This design comes from an exercise in tuning for small area, a short achievable clock period and few clock cycles on the open sky130 flow, not from production work. In this exercise RTL edits were held to simulation tests only and were not proved equivalent to the original.

==> 05-07: inputs <==
==> flow/design.v (excerpt) <==
module mult(input clock, reset, nuke,
            input [63:0] mcand, mplier,
            input start,
            output [63:0] product,
            output done);
clock: 7.0 ns
lec_check: 0
abc_area: 1
cap_margin: 20
core_margin: 2
core_utilization: 60
setup_slack_margin: 3.0
slew_margin: 20
synth_hierarchical: 1
buffer_ports_args: -buffer_cell sky130_fd_sc_hd__buf_2
standard.sh (not shown) runs the stock make flow with config.mk's settings and CLKGATE_MAP_FILE= SYNTH_SCRIPT=/design/flow/synth_recipe.tcl, a recipe that flattens the netlist after the stock synthesis.
==> flow/flow/run.sh <==
#!/bin/bash
set -e
for cfg in config.mk "$FLOW_CONFIG"; do
  [ -n "$cfg" ] && [ -f "$cfg" ] || continue
  grep -q '^export BUFFER_PORTS_ARGS' "$cfg" && continue
  echo 'export BUFFER_PORTS_ARGS = -buffer_cell sky130_fd_sc_hd__buf_2' >> "$cfg"
done
bash standard.sh > standard.log 2>&1
==> inputs of 10-20, as changes to 05-07 <==
==> flow/run.sh (new file) <==
#!/bin/bash
# synth_recipe.tcl (not shown) runs the flow's synth.tcl, then flattens the netlist and writes it again
# the make line also repeats each setting of config.mk as NAME=value (left out here)
make -C /OpenROAD-flow-scripts/flow DESIGN_CONFIG=/design/flow/config.mk WORK_HOME=/design/flow/orfs CLKGATE_MAP_FILE= SYNTH_SCRIPT=/design/flow/synth_recipe.tcl finish
--- a/flow/config.mk
+++ b/flow/config.mk
@@ -10,6 +10,5 @@
 export CORE_MARGIN = 2
-export CORE_UTILIZATION = 60
-export SETUP_SLACK_MARGIN = 3.0
+export CORE_UTILIZATION = 55
+export SETUP_SLACK_MARGIN = 2.5
 export SLEW_MARGIN = 20
 export SYNTH_HIERARCHICAL = 1
-export BUFFER_PORTS_ARGS = -buffer_cell sky130_fd_sc_hd__buf_2
removed: flow/flow/run.sh
removed: flow/standard.sh
==> notes.md <==
Against 10-20, the clock skew of 05-07 is lower by 0.0059 ns. Of 05-07 and 10-20, 10-20 has the higher die area (gap 8.2%, measured against 10-20). Of 05-07 and 10-20, 05-07 has the higher non-clock buffer count (gap 36). In sequential cell count, 05-07 and 10-20 do not differ. Design area: 05-07 is higher than 10-20 (about 1.2%). In synthesized cell count, 05-07 and 10-20 do not differ. Against 05-07, the global-route usage of 10-20 is lower by 4.5 points. Against 10-20, the cell count of 05-07 is lower by 1.0%. Against 05-07, the register-to-register slack of 10-20 is worse by 0.22 ns.
==> figures <==
quantity	10-20	05-07
CTS-repair resized insts	28	160
Time the final worst path needs with I/O delays and setup	4.53 ns	4.21 ns
Outcome	timing/DRC/antenna clean	timing/DRC/antenna clean
Relative area of non-clock buffer cells in the final design	0.0528	0.0497
First DRT Iteration DRCs	6430	6856
Length of routed wiring on met1	78400 µm	77100 µm
Start of the worst register-to-register path	t0_c2084	t0_c2072
Count of multi-input gates	4180	4191
Detailed-placement wirelength estimate	154000 µm	148000 µm
Die Wd	315 µm	302 µm
Startpoint type of the worst setup path	input port	register
Final net count	6554	6599
Worst Path Required	7.56 ns	7.53 ns
Worst-Margin Slew	1.20 ns	1.22 ns
Number of vias in the routed layout	45100	46700
Clk Latency, worst-skew pair	0.70 ns	0.66 ns
Total placed instance area	55400 µm²	54400 µm²
Testbench counts of 05-07, summed over its fixed seeds: cycles 3,376.
Testbench counts of 10-20, summed over its fixed seeds: cycles 3,376.

* * *

==> run a <==
Starting RTL as in the previous note.
export LEC_CHECK = 0
export ABC_AREA = 1
export CAP_MARGIN = 20
export CORE_MARGIN = 2
export CORE_UTILIZATION = 55
export CTS_BUF_LIST = sky130_fd_sc_hd__clkbuf_4 sky130_fd_sc_hd__clkbuf_8
export SETUP_SLACK_MARGIN = 3.0
export SLEW_MARGIN = 20
export SYNTH_HIERARCHICAL = 1
export BUFFER_PORTS_ARGS = -buffer_cell sky130_fd_sc_hd__buf_2
create_clock -name core_clock -period 7.0 [get_ports {clock}]
==> flow/flow/run.sh <==
#!/bin/bash
set -e
for cfg in config.mk "$FLOW_CONFIG"; do
  [ -n "$cfg" ] && [ -f "$cfg" ] || continue
  grep -q '^export BUFFER_PORTS_ARGS' "$cfg" && continue
  echo 'export BUFFER_PORTS_ARGS = -buffer_cell sky130_fd_sc_hd__buf_2' >> "$cfg"
done
bash standard.sh > standard.log 2>&1
==> run b (differences from run a) <==
==> flow/run.sh (new file) <==
#!/bin/bash
# synth_recipe.tcl (not shown) runs the flow's synth.tcl, then flattens the netlist and writes it again
# the make line also repeats each setting of config.mk as NAME=value (left out here)
make -C /OpenROAD-flow-scripts/flow DESIGN_CONFIG=/design/flow/config.mk WORK_HOME=/design/flow/orfs CLKGATE_MAP_FILE= SYNTH_SCRIPT=/design/flow/synth_recipe.tcl finish
- BUFFER_PORTS_ARGS: -buffer_cell sky130_fd_sc_hd__buf_2 -> default
- CTS_BUF_LIST: sky130_fd_sc_hd__clkbuf_4 sky130_fd_sc_hd__clkbuf_8 -> default
- SETUP_SLACK_MARGIN: 3.0 -> 3.5
removed: flow/flow/run.sh
removed: flow/standard.sh
==> impl_metrics.tcl <==
set metrics [dict create \
    top_layer_used "met5" \
    num-nonclk-buffers 362 \
    top_regs "product_r x64, valid x2" \
    status "timing/DRC/antenna clean" \
    diodes 3 \
    final_util 0.605 \
    worstMarginPinSlew_ps 1270 \
    top_register "product_r" \
    grtUsageTotal 0.455 \
    min_period_over_period 0.600 \
]
# the run above: run a

==> impl_metrics.tcl <==
set metrics [dict create \
    status "stopped before the end" \
    stop_stage "global routing" \
    firstError "[ERROR GRT-0116] Global routing finished with congestion. Check the congestion regions in the DRC Viewer." \
    cts_hold_buf 0 \
    synthArstFlopShare 0 \
    netlist_area_um2 53200 \
    cts-buffers-inserted 52 \
    grt_max_degree 48 \
    syn-num-nets 6684 \
    hpwl_mm 158 \
    synth.area.top_cells "fa_1 35%, xor2_1 18%, dfxtp_1 16%" \
]
# the run above: run b

Testbench counts of run a, summed over its fixed seeds: cycles 3,376.
Testbench counts of run b, summed over its fixed seeds: cycles 3,376.

==> re-timing with driven ports <==
The results above use ideal ports. As a check the final layouts listed here were re-extracted and re-timed, cells and wires unchanged. Step 1 (the two cells are an assumption about what drives the block):
set clk [get_ports {clock}]
set_driving_cell -lib_cell sky130_fd_sc_hd__clkbuf_16 $clk
set_driving_cell -lib_cell sky130_fd_sc_hd__buf_2 [delete_from_list [all_inputs] $clk]
Step 2, shift: input delay + t, output delay - t, t = (earliest + latest rising clock arrival at the registers) / 2. This alone moves slack from input paths to output paths. Slacks: ideal / step 1 / step 2; pairs: ideal / step 1.
run	t (ns)	slack for setup (ns)	slew at the worst register clock pin (ns)
05-07	0.722	2.787 / 2.787 / 2.204	0.08 / 0.08
10-20	0.766	2.473 / 2.463 / 1.696	0.08 / 0.08
run a	0.824	2.803 / 2.803 / 2.138	0.07 / 0.07
After both steps setup and hold are still met in every run listed. For 10-20, which loses most, drivers alone change the setup slack by -0.010 ns; drivers and shift together by -0.777 ns.
